Background: an optimization exercise with open tools, aiming at small area and a short achievable clock period. Do not read the settings as production practice. Only simulation tests tie the RTL to the original design; equivalence was not proved.

==> inputs of v27 <==
// multiply
module multiply(
    input wire clk,
    input wire resetn,
    input wire[31:0] A,
    input wire[31:0] B,
    input wire sign,
    output wire[63:0] result
);
clock: 6.5 ns
lec_check: 0
cap_margin: 20
core_margin: 2
core_utilization: 45
place_density: 0.8
setup_slack_margin: 1.75
slew_margin: 20
synth_hierarchical: 1
standard.sh (not shown) runs the stock make flow with config.mk's settings and CLKGATE_MAP_FILE= SYNTH_SCRIPT=/design/flow/synth_recipe.tcl, a recipe that flattens the netlist after the stock synthesis.
==> flow/flow/run.sh <==
#!/bin/bash
# Own layout flow: the standard synthesis, then every combinational cell set to
# its smallest drive strength (registers untouched), then the standard layout,
# whose repair steps size cells up again where timing needs it.
set -euo pipefail
here=$(pwd)
res=$here/orfs/results/$FLOW_PLATFORM/multiply/base
bash standard.sh synth > $here/log_synth.txt 2>&1
cp $res/1_2_yosys.v $here/1_2_yosys.orig.v
python3 $here/flow/downsize.py $FLOW_HOME/platforms/$FLOW_PLATFORM/lib/sky130_fd_sc_hd__tt_025C_1v80.lib \
    $here/1_2_yosys.orig.v $res/1_2_yosys.v > $here/log_downsize.txt 2>&1
# make the netlist newer than its sources so only the later steps rerun
touch $res/1_2_yosys.v $res/1_2_yosys.sdc
bash standard.sh "BUFFER_PORTS_ARGS=-buffer_cell sky130_fd_sc_hd__buf_1" finish > $here/log_layout.txt 2>&1
==> flow/flow/downsize.py <==
#!/usr/bin/env python3
"""Set each combinational cell of a mapped netlist to the smallest drive strength
of its kind that the library has (registers and special cells untouched)."""
import re, sys
lib, src, dst = sys.argv[1:4]
cells = set(re.findall(r'cell\s*\(\s*"?(sky130_fd_sc_hd__\w+)"?\s*\)', open(lib).read()))
keep = re.compile(r'sky130_fd_sc_hd__(df|edf|sdf|sedf|dl|conb|clk|tap|fill|decap|diode|probe|lpflow)')
text = open(src).read()
count = {}
def repl(m):
    name = m.group(0)
    if keep.match(name):
        return name
    mm = re.match(r'(sky130_fd_sc_hd__\w+?)_(\d+)$', name)
    if not mm:
        return name
    base, size = mm.group(1), int(mm.group(2))
    for s in (1,):
        cand = f"{base}_{s}"
        if s < size and cand in cells:
            count[name] = count.get(name, 0) + 1
            return cand
    return name
out = re.sub(r'sky130_fd_sc_hd__\w+', repl, text)
open(dst, 'w').write(out)
for k, v in sorted(count.items(), key=lambda x: -x[1]):
    print(k, v)
==> inputs of v7, as changes to v27 <==
Settings changed: PLACE_DENSITY 0.8 to 0.6.
==> comparison table <==
Vias in the first global route: v7 24.5k; v27 24.2k
Met3 track utilization from global routing: v7 5.90%; v27 6.74%
Arrival time at the worst endpoint: v7 3.38 ns; v27 5.04 ns
Global Route Usage Sum: v7 28.5%; v27 26.5%
Register area: v7 3330 um2; v27 3330 um2
Final routed wirelength across all metal layers: v7 89000 um; v27 84400 um
Highest clock frequency the design can meet: v7 0.213 GHz; v27 0.214 GHz
Average detailed-routed wire length per instance: v7 23.2 um; v27 21.9 um
Finished Layout Cells: v7 3841; v27 3852
Routed vias: v7 23.5k; v27 24.0k
Count of buffers not belonging to the clock network in the layout: v7 275; v27 285
Outcome: v7 complete, no violations; v27 complete, no violations
Fill cells: v7 5554; v27 5283
Placed wire-length estimate: v7 63900 um; v27 61000 um

========
==> inputs of maple <==
multiply, a different RTL version from the one above (not shown whole).
export LEC_CHECK = 0
export CAP_MARGIN = 20
export CORE_MARGIN = 2
export CORE_UTILIZATION = 45
export PLACE_DENSITY = 0.6
export SLEW_MARGIN = 20
export SYNTH_HIERARCHICAL = 1
create_clock -name core_clock -period 6.5 [get_ports {clk}]
Scripts as last shown in full above: flow/flow/run.sh, flow/flow/downsize.py
==> fjord: changes against maple <==
--- a/flow/config.mk
+++ b/flow/config.mk
@@ -11,2 +11,3 @@
 export PLACE_DENSITY = 0.6
+export SETUP_SLACK_MARGIN = 1.75
 export SLEW_MARGIN = 20
==> juniper: changes against maple <==
--- a/flow/config.mk
+++ b/flow/config.mk
@@ -11,2 +11,3 @@
 export PLACE_DENSITY = 0.6
+export SETUP_SLACK_MARGIN = 0.5
 export SLEW_MARGIN = 20
==> comparison table <==
|  | fjord | juniper | maple |
|---|---|---|---|
| Cells resized by post-CTS repair | 27 | 0 | 0 |
| CP Depth | 14 | 13 | 13 |
| Met3 track demand over resource | 8.239% | 5.808% | 5.808% |
| Post-Route Hold Slack | 1.351 ns | 1.364 ns | 1.364 ns |
| Longest individual stage delay on the worst path | 0.55 ns | 0.46 ns | 0.46 ns |
| Average routed wire per standard cell | 26.62 µm | 25.36 µm | 25.36 µm |
| Setup crit end kind | register | output pin | output pin |
| Number of antenna violations at the first check in global routing | 2 | 0 | 0 |
| Area of combinational cells with multiple inputs | 0.02519 mm² | 0.02455 mm² | 0.02455 mm² |
| Termination of the worst setup path | rlo[14] | result[61] | result[61] |
| Non-filler cells, final | 3949 | 3935 | 3935 |
| Run status | no timing/DRC/antenna violations | no timing/DRC/antenna violations | no timing/DRC/antenna violations |
| Core occupancy in the finished layout | 51.88% | 50.52% | 50.52% |
| Worst Max-Slew Pin Slew | 1.175 ns | 1.292 ns | 1.292 ns |
| Clock buf/inv share | 1.977% | 2.014% | 2.014% |
| Multi-input logic portion of the cell area | 79.11% | 79.20% | 79.20% |
| Sum of routed wire segments on met1 | 41.37 mm | 41.38 mm | 41.38 mm |

========
==> lagoon: inputs <==
multiply, a different RTL version from the one above (not shown whole).
clock: 6.5 ns
lec_check: 0
cap_margin: 20
core_margin: 2
core_utilization: 45
place_density: 0.6
setup_slack_margin: 1.5
slew_margin: 20
synth_hierarchical: 1
Scripts as last shown in full above: flow/flow/run.sh, flow/flow/downsize.py
==> amber (differences from lagoon) <==
SETUP_SLACK_MARGIN = 1.0   (was 1.5)
==> quartz (differences from lagoon) <==
CORE_UTILIZATION = 50   (was 45)
CTS_BUF_LIST = sky130_fd_sc_hd__clkbuf_8   (was not set)
PLACE_DENSITY = 0.65   (was 0.6)
==> comparison table <==
Run status: quartz no timing/DRC/antenna violations; amber no timing/DRC/antenna violations; lagoon no timing/DRC/antenna violations
Cell area after layout: quartz 0.0304 mm²; amber 0.0304 mm²; lagoon 0.0308 mm²
Number of instances on the worst hold path: quartz 2; amber 3; lagoon 2
Antenna violations before repair: quartz 5; amber 4; lagoon 4
Layout non-clock buf frac: quartz 0.0525; amber 0.0492; lagoon 0.0532
Least-Margin Pin Slew: quartz 1.16 ns; amber 1.19 ns; lagoon 1.10 ns
Chip Width: quartz 237 µm; amber 249 µm; lagoon 249 µm
Buffers outside the clock class: quartz 261; amber 252; lagoon 262
Count of antenna diodes in the layout: quartz 4; amber 1; lagoon 2
Critical Path Sink: quartz rup[88]$_DFF_P_; amber result[50]; lagoon rlo[11]$_DFF_P_
Seq/total area: quartz 0.109; amber 0.109; lagoon 0.108
Starting density of the core: quartz 0.505; amber 0.458; lagoon 0.458
Clock Root Buffer: quartz clkbuf_8; amber clkbuf_16; lagoon clkbuf_16
Site Rows: quartz 85; amber 89; lagoon 89
Detailed Route Iter0 Violations: quartz 2582; amber 2705; lagoon 2399
Layout cells sized above 1: quartz 0.0802; amber 0.0692; lagoon 0.0814
Number of fill cells: quartz 4662; amber 5448; lagoon 5397
Die footprint: quartz 0.0561 mm²; amber 0.0622 mm²; lagoon 0.0622 mm²
Delay contributed by the slowest stage of the critical path: quartz 0.55 ns; amber 0.36 ns; lagoon 0.54 ns
Area delta synth->final: quartz 12.0%; amber 12.0%; lagoon 13.7%
Final standard cell utilization of the core: quartz 0.565; amber 0.513; lagoon 0.520
Setup repair after global routing missed its margin: quartz yes; amber no; lagoon yes
Count of buffers added by post-CTS timing repair for setup: quartz 3; amber 0; lagoon 3

========
==> job 2760: inputs <==
Another version of the RTL of multiply (not shown whole).
export LEC_CHECK = 0
export CAP_MARGIN = 20
export CORE_MARGIN = 2
export CORE_UTILIZATION = 45
export PLACE_DENSITY = 0.6
export SETUP_SLACK_MARGIN = 2.1
export SLEW_MARGIN = 20
export SYNTH_HIERARCHICAL = 1
create_clock -name core_clock -period 6.5 [get_ports {clk}]
Scripts as last shown in full above: flow/flow/run.sh, flow/flow/downsize.py
==> job 5301: changes against job 2760 <==
--- a/flow/config.mk
+++ b/flow/config.mk
@@ -11,3 +11,3 @@
 export PLACE_DENSITY = 0.6
-export SETUP_SLACK_MARGIN = 2.1
+export SETUP_SLACK_MARGIN = 2.3
 export SLEW_MARGIN = 20
==> job 3224: changes against job 2760 <==
--- a/flow/flow/run.sh
+++ b/flow/flow/run.sh
@@ -13,2 +13,2 @@
 touch $res/1_2_yosys.v $res/1_2_yosys.sdc
-bash standard.sh "BUFFER_PORTS_ARGS=-buffer_cell sky130_fd_sc_hd__buf_1" finish > $here/log_layout.txt 2>&1
+bash standard.sh "BUFFER_PORTS_ARGS=-buffer_cell sky130_fd_sc_hd__buf_2" finish > $here/log_layout.txt 2>&1
--- a/flow/config.mk
+++ b/flow/config.mk
@@ -11,3 +11,3 @@
 export PLACE_DENSITY = 0.6
-export SETUP_SLACK_MARGIN = 2.1
+export SETUP_SLACK_MARGIN = 2.0
 export SLEW_MARGIN = 20
==> results.cfg <==
[route]
num_vias = 26400
met2_length_um = 52200
drt_pre_antenna_iters = 7
top_layer = met4

[global_routing]
grt_max_degree = 36
use_met3_pct = 7.03
gr-usage-all-layers_pct = 33.8

[sta]
post-route-min-period_ps = 4380
worst_pin_slew_ps = 716

[setup_path]
path_depth = 15
crit_end = rup[44]

[finish]
bufAreaShareNonClock_pct = 18.1
drive_gt1_share_pct = 44.6

[outcome]
outcome = no timing/DRC/antenna violations

[place]
dpl.hpwl_um = 65300
The numbers above come from job 5301.

==> results.cfg <==
[place]
dpl.hpwl_um = 63000

[global_routing]
grt_max_degree = 36
gr-usage-all-layers_pct = 30.6

[outcome]
outcome = no timing/DRC/antenna violations

[route]
drt_pre_antenna_iters = 10
num_vias = 24100
top_layer = met5

[setup_path]
crit_end = rlo[13]
path_depth = 15

[finish]
drive_gt1_share_pct = 24.7

[yosys]
synthCells = 2715
The numbers above come from job 2760.

==> results.cfg <==
[outcome]
outcome = no timing/DRC/antenna violations

[route]
met2_length_um = 42500

[setup_path]
path_depth = 13
crit_end = rup[38]

[global_routing]
grt_max_degree = 49
use_met3_pct = 6.08

[finish]
drive_gt1_share_pct = 19.4
bufAreaShareNonClock_pct = 10.8

[sta]
worst_pin_slew_ps = 818

[place]
dpl.hpwl_um = 63200
The numbers above come from job 3224.

==> what the ideal ports hide <==
How much do the figures lean on ideal ports? The routed layouts below were timed once more, with nothing changed but the port constraints.
Step 1 (the two cells are an assumption about what drives the block):
set clk [get_ports {clk}]
set_driving_cell -lib_cell sky130_fd_sc_hd__clkbuf_16 $clk
set_driving_cell -lib_cell sky130_fd_sc_hd__buf_2 [delete_from_list [all_inputs] $clk]
Step 2 adds t to the input delays and takes it off the output delays; t is the mean of the earliest and latest rising clock arrival at the registers after step 1. Input paths then give back, and output paths get back, about the clock's delay inside the block.
a / b / c = ideal / step 1 / step 2; a / b = the first two.
run	t, ns	setup slack, ns	worst setup path after step 2	latest minus earliest clock arrival (ns)	pins driven straight from the clock port
v27	0.542	1.820 / 1.760 / 1.218	input to register	0.023 / 0.023	1
v7	0.556	1.815 / 1.753 / 1.344	input to register	0.012 / 0.012	1
maple	0.547	1.281 / 1.219 / 0.833	input to register	0.019 / 0.018	1
fjord	0.546	1.788 / 1.811 / 1.277	input to register	0.033 / 0.033	1
juniper	0.547	1.281 / 1.219 / 0.833	input to register	0.019 / 0.018	1
lagoon	0.575	1.534 / 1.573 / 0.999	input to register	0.016 / 0.017	1
amber	0.576	1.397 / 1.331 / 0.883	input to register	0.021 / 0.020	1
quartz	0.651	1.623 / 1.635 / 0.983	input to register	0.026 / 0.025	1
job 2760	0.552	2.116 / 2.072 / 1.520	input to register	0.018 / 0.018	1
job 5301	0.564	2.116 / 2.018 / 1.454	input to register	0.009 / 0.009	1
job 3224	0.551	2.000 / 1.998 / 1.447	input to register	0.024 / 0.024	1
After both steps setup and hold are still met in every run listed. The setup slack of job 5301, which loses most, moves by -0.098 ns with the drivers and by -0.662 ns with both steps.
